Context: an optimization exercise on an open-source flow, tuned for small area. The choices shown serve that exercise and are no tape-out recipe. In this exercise RTL edits were held to simulation tests only and were not proved equivalent to the original.

==> trial 51: inputs <==
==> flow/design.v (excerpt) <==
module keep_talk_beeper(clk, rst, en_rick, en_wrong, en_correct, en_cong, beep_rick, beep_wrong, beep_correct, beep_cong);
  input clk;
  wire clk;
  input rst;
  wire rst;
  input en_rick;
  wire en_rick;
  input en_wrong;
  wire en_wrong;
  input en_correct;
  wire en_correct;
  input en_cong;
  wire en_cong;
  output beep_rick;
  reg beep_rick;
  output beep_wrong;
  reg beep_wrong;
  output beep_correct;
  reg beep_correct;
  output beep_cong;
  reg beep_cong;
  reg \C2.beep_enable ;
  reg [5:0] \C2.count ;
  reg [2:0] \C2.cur_l ;
  reg [3:0] \C2.cur_t ;
  wire \C2.fall ;
  reg [9:0] \C2.lengh ;
  reg [8:0] \C2.now ;
  wire \C2.rise ;
  wire [3:0] \C2.rom_l ;
  wire [4:0] \C2.rom_t ;
  reg [3:0] \C2.tcode ;
  reg \CB.beep_enable ;
  reg [5:0] \CB.count ;
  wire [1:0] \CB.cur_t ;
  reg [8:0] \CB.lengh ;
  reg [1:0] \CB.now ;
  reg [1:0] \CB.tcode ;
  reg \CC.beep_enable ;
  reg [6:0] \CC.count ;
  wire [2:0] \CC.cur_t ;
  reg [8:0] \CC.lengh ;
  reg [2:0] \CC.now ;
  reg [2:0] \CC.tcode ;
  reg \CD.beep_enable ;
  reg [6:0] \CD.count ;
  reg [10:0] \CD.lengh ;
  reg [8:0] \CD.now ;
  reg [4:0] \CD.tcode ;
  wire [8:0] \SR.addr ;
  reg clk_khz;
  reg [4:0] kcnt;
  wire n0;
  wire n1;
  wire n10;
  wire n100;
  wire n1000;
  wire n1001;
  wire n1002;
  wire n1003;
  wire n1004;
  wire n1005;
  wire n1006;
  wire n1007;
  wire n1008;
  wire n1009;
  wire n101;
  wire n1010;
  wire n1011;
  wire n1012;
  wire n1013;
  wire n1014;
  wire n1015;
  wire n1016;
  wire n1017;
  wire n1018;
  wire n1019;
  wire n102;
  wire n1020;
  wire n1021;
  wire n1022;
  wire n1023;
  wire n1024;
  wire n1025;
  wire n1026;
  wire n1027;
  wire n1028;
  wire n1029;
  wire n103;
  wire n1030;
  wire n1031;
  wire n1032;
  wire n1033;
  wire n1034;
  wire n1035;
  wire n1036;
  wire n1037;
  wire n1038;
  wire n1039;
  wire n104;
  wire n1040;
  wire n1041;
  wire n1042;
  ...
export LEC_CHECK = 0
export ABC_AREA = 1
export CAP_MARGIN = 20
export CORE_MARGIN = 2
export CORE_UTILIZATION = 60
export CTS_BUF_LIST = sky130_fd_sc_hd__clkbuf_8
export CTS_CLUSTER_SIZE = 30
export GPL_TIMING_DRIVEN = 0
export SLEW_MARGIN = 20
create_clock -name core_clock -period 10.0 [get_ports {clk}]
run.sh (not shown) runs the stock make flow with config.mk's settings and CLKGATE_MAP_FILE= SYNTH_SCRIPT=/design/flow/synth_recipe.tcl, a recipe that flattens the netlist after the stock synthesis.
==> build 54 (differences from trial 51) <==
--- a/flow/config.mk
+++ b/flow/config.mk
@@ -12,4 +12,3 @@
 export CTS_BUF_LIST = sky130_fd_sc_hd__clkbuf_8
 export CTS_CLUSTER_SIZE = 30
-export GPL_TIMING_DRIVEN = 0
 export SLEW_MARGIN = 20
==> build 81 (differences from trial 51) <==
--- a/flow/config.mk
+++ b/flow/config.mk
@@ -10,6 +10,4 @@
 export CORE_MARGIN = 2
 export CORE_UTILIZATION = 60
-export CTS_BUF_LIST = sky130_fd_sc_hd__clkbuf_8
-export CTS_CLUSTER_SIZE = 30
-export GPL_TIMING_DRIVEN = 0
+export CTS_BUF_LIST = sky130_fd_sc_hd__clkbuf_2 sky130_fd_sc_hd__clkbuf_4 sky130_fd_sc_hd__clkbuf_8
 export SLEW_MARGIN = 20
==> impl_metrics.csv <==
group,metric,value,unit
status,status,"no timing/DRC/antenna violations",
sta,slew_headroom,23.4,%
cells_and_area,multi_input_area_share,57.0,%
cells_and_area,buf_share,1.25,%
critical_path,slowest_delay,0.45,ns
power_and_ir_drop,vdd_drop_max,0.121,mV
cells_and_area,num-nets-final,1433,
power_and_ir_drop,p_per_area,112,mW/mm^2
sta,max_freq,181,MHz
(the above is from build 81)
==> impl_metrics.csv <==
group,metric,value,unit
status,status,"no timing/DRC/antenna violations",
power_and_ir_drop,vdd_drop_max,0.121,mV
cells_and_area,multi_input_area_share,57.0,%
floorplanning,dieWidth,126,um
sta,max_freq,181,MHz
synthesis,synth_common_cells,"nand2_1 (302), inv_1 (199), nor2_1 (121)",
sta,slew_headroom,23.4,%
power_and_ir_drop,p_per_area,112,mW/mm^2
critical_path,slowest_delay,0.45,ns
global_route,grt_pass1_vias,8959,
cells_and_area,num-nets-final,1433,
(the above is from build 54)
==> impl_metrics.csv <==
group,metric,value,unit
power_and_ir_drop,p_per_area,103,mW/mm^2
cells_and_area,buf_share,3.05,%
power_and_ir_drop,vdd_drop_max,0.123,mV
sta,slew_headroom,44.4,%
status,status,"no timing/DRC/antenna violations",
critical_path,slowest_delay,0.35,ns
(the above is from trial 51)

==> re-timing with driven ports <==
No port has a modelled driver above. Below, the same layouts with a new extraction and two added sets of constraints. Step 1: set_driving_cell puts a clkbuf_16 on clk and a buf_2 on each other input, an assumption about the parent block. Step 2 adds t to the input delays and takes it off the output delays; t is the mean of the earliest and latest rising clock arrival at the registers after step 1. Input paths then give back, and output paths get back, about the clock's delay inside the block. a / b / c = ideal / step 1 / step 2; a / b = the first two.
run	shift t [ns]	setup slack, ns	hold slack, ns	cell pins on the clock port's net
trial 51	0.491	4.729 / 4.729 / 4.729	0.442 / 0.442 / 0.442	1
build 54	0.478	4.465 / 4.465 / 4.465	0.426 / 0.426 / 0.426	1
build 81	0.478	4.465 / 4.465 / 4.465	0.426 / 0.426 / 0.426	1
After both steps setup and hold are still met in every run listed.
